What follows belongs to an exercise in optimizing a design on an open flow for small area and a short achievable clock period; a production flow would make more cautious choices. Where RTL was checked, it was by simulation tests only, not by an equivalence proof against the original. No activity file was given, so power comes from the tool's default toggle rates.

// CPU
module CPU(
    input clock,
    input Load,
    input reset,
    input [7:0] data_in,
    output [7:0] Instruction,
    output [7:0] Acc,
    output [7:0] Mem,
    output [4:0] Program_counter
    );
Size in the first run: roughly 950 cells after synthesis, about 0.014 sq mm of cells after synthesis.
Settings: LEC_CHECK=0, CAP_MARGIN=20, CORE_MARGIN=2, CORE_UTILIZATION=55, CTS_CLUSTER_DIAMETER=80, CTS_CLUSTER_SIZE=24, SETUP_SLACK_MARGIN=3.95, SLEW_MARGIN=20; clock period 6.2 ns.
standard.sh (not shown) runs the stock make flow with config.mk's settings and CLKGATE_MAP_FILE= SYNTH_SCRIPT=/design/flow/synth_recipe.tcl, a recipe that flattens the netlist after the stock synthesis.
==> flow/flow/run.sh <==
#!/bin/bash
# Layout: the standard ORFS flow, with the port buffers made plain buffers
# (buf_4) instead of the cell buffer_ports picks by default (a delay cell).
set -euo pipefail
bash standard.sh BUFFER_PORTS_ARGS="-buffer_cell sky130_fd_sc_hd__buf_4" finish > flow_standard.log 2>&1
Edit:
SETUP_SLACK_MARGIN = 3.8   (was 3.95)
Outcome: Design area drops by a few percent. Hold slack gets better by 0.0098 ns. Sequential share of layout area climbs by 2.9 points.
Function was not checked in any run of this note: the RTL went through the layout flow alone.

* * *

Setup of build 74:
Another version of the RTL of CPU (not shown whole).
Size: roughly 1000 cells after synthesis, roughly 330 flip-flops, roughly 40 I/O pins, roughly 14000 sq um of cells after synthesis.
make LEC_CHECK=0 CAP_MARGIN=20 CORE_MARGIN=2 CORE_UTILIZATION=55 CTS_CLUSTER_DIAMETER=80 CTS_CLUSTER_SIZE=30 SETUP_SLACK_MARGIN=3.2 SLEW_MARGIN=20 finish   # period 6.2 ns
run.sh (not shown) runs the stock make flow with config.mk's settings and CLKGATE_MAP_FILE= SYNTH_SCRIPT=/design/flow/synth_recipe.tcl, a recipe that flattens the netlist after the stock synthesis.
Stock flow here: none of the scripts above is used.
> inputs changed (build 74 -> build 44)
Settings: swapping 3.2 for 3.5 in SETUP_SLACK_MARGIN.
## What came out
- Per the comparison of build 44 with build 74, final critical-path setup slack moved up; clock-buffer cell count moved up; global-route usage moved up; first-iteration DRC count moved down.
- Comparing build 74 and build 44, the higher area growth from synthesis to final layout was measured on build 44.
- Area: build 44 vs build 74 -> build 44 larger
- Looking at build 74 and build 44, the power of the clock network is a wash.
- Comparing build 74 and build 44, the lower post-detailed-placement half-perimeter wirelength is on build 74.
- Build 44 reports a lower critical path depth than build 74 does.
Modified inputs, build 8 compared to build 44
Settings: clearing SETUP_SLACK_MARGIN, which used to be 3.5; putting CTS_BUF_LIST at sky130_fd_sc_hd__clkbuf_4 sky130_fd_sc_hd__clkbuf_8 where nothing was set; clearing CTS_CLUSTER_DIAMETER, which used to be 80; clearing CTS_CLUSTER_SIZE, which used to be 30; swapping 55 for 65 in CORE_UTILIZATION.
### Flow results
Build 8 finished every stage and its layout cleared the timing, DRC and antenna checks.
Build 44 closes out successfully: all stages finished, all timing, DRC and antenna checks passed.
Build 44 → build 8: final worst slack fell 1.10 ns, fraction of power consumed by sequential logic decreased 0.6 points.
Initial core utilization (build 8 over build 44): increase, 10 points
Edits applied to the flow inputs when going from build 8 to build 13:
Settings: removing CTS_BUF_LIST (formerly sky130_fd_sc_hd__clkbuf_4 sky130_fd_sc_hd__clkbuf_8); changing CORE_UTILIZATION from 65 to 40.
Results
Looking at proportion of power drawn by flip-flops and latches, build 13 sits below build 8.
Reported for build 13 and build 8, critical path depth turned out identical to the last digit.
Re area added between synthesis and finish: build 8 was lower than build 13.
Going from build 8 to build 13, clock power went up by 23%, post-route cell area went up by about 3%.
Input changes introduced in build 63 (baseline for comparison: build 13):
Settings: CTS_CLUSTER_SIZE: unset -> 24; CTS_CLUSTER_DIAMETER: unset -> 80; CORE_UTILIZATION: 40 -> 55; SETUP_SLACK_MARGIN: unset -> 3.6.
==> flow/flow/run.sh (new file) <==
#!/bin/bash
# Layout: the standard ORFS flow, with the port buffers made plain buffers
# (buf_4) instead of the cell buffer_ports picks by default (a delay cell).
set -euo pipefail
bash standard.sh BUFFER_PORTS_ARGS="-buffer_cell sky130_fd_sc_hd__buf_4" finish > flow_standard.log 2>&1
==> flow/standard.sh (new file) <==
#!/bin/bash
# synth_recipe.tcl (not shown) runs the flow's synth.tcl, then flattens the netlist and writes it again
# the make line also repeats each setting of config.mk as NAME=value (left out here)
make -C /OpenROAD-flow-scripts/flow DESIGN_CONFIG=/design/flow/config.mk WORK_HOME=/design/flow/orfs CLKGATE_MAP_FILE= SYNTH_SCRIPT=/design/flow/synth_recipe.tcl "${@:-finish}"
removed: flow/run.sh
### Flow results
Via count: build 13 and build 63 compared, higher one is build 63
Looking at critical path depth, build 63 sits 4 higher than build 13 does.
Going from build 13 to build 63, layout filler cell count shrinks by 1136.
Higher initial cell density of the core was reported by build 63, not build 13.

afterwards: timing with drivers on the ports:
Ports are ideal in the flow. The routed layouts listed here were re-timed in OpenROAD.
Step 1 (the two cells are an assumption about what drives the block):
set clk [get_ports {clock}]
set_driving_cell -lib_cell sky130_fd_sc_hd__clkbuf_16 $clk
set_driving_cell -lib_cell sky130_fd_sc_hd__buf_2 [delete_from_list [all_inputs] $clk]
Step 2 adds t to the input delays and takes it off the output delays; t is the mean of the earliest and latest rising clock arrival at the registers after step 1. Input paths then give back, and output paths get back, about the clock's delay inside the block.
Three values: no drivers, after step 1, after step 2; two values: the first two.
run	shift t [ns]	setup WS [ns]	hold slack, ns	latest minus earliest clock arrival (ns)
the first run of note 1	0.571	3.695 / 3.661 / 3.281	0.425 / 0.425 / 0.425	0.015 / 0.015
the second run of note 1	0.571	3.678 / 3.678 / 3.326	0.435 / 0.435 / 0.435	0.029 / 0.030
build 74	0.571	3.139 / 3.167 / 2.597	0.472 / 0.472 / 0.472	0.029 / 0.029
build 44	0.576	3.517 / 3.463 / 3.000	0.468 / 0.468 / 0.468	0.034 / 0.034
build 8	0.629	2.412 / 2.363 / 2.145	0.457 / 0.457 / 0.457	0.018 / 0.019
build 13	0.573	2.447 / 2.397 / 2.126	0.456 / 0.456 / 0.456	0.016 / 0.016
build 63	0.565	3.533 / 3.509 / 2.995	0.465 / 0.465 / 0.465	0.023 / 0.022
After both steps setup and hold are still met in every run listed. For build 74, which loses most, drivers alone change the setup slack by +0.028 ns; drivers and shift together by -0.542 ns.
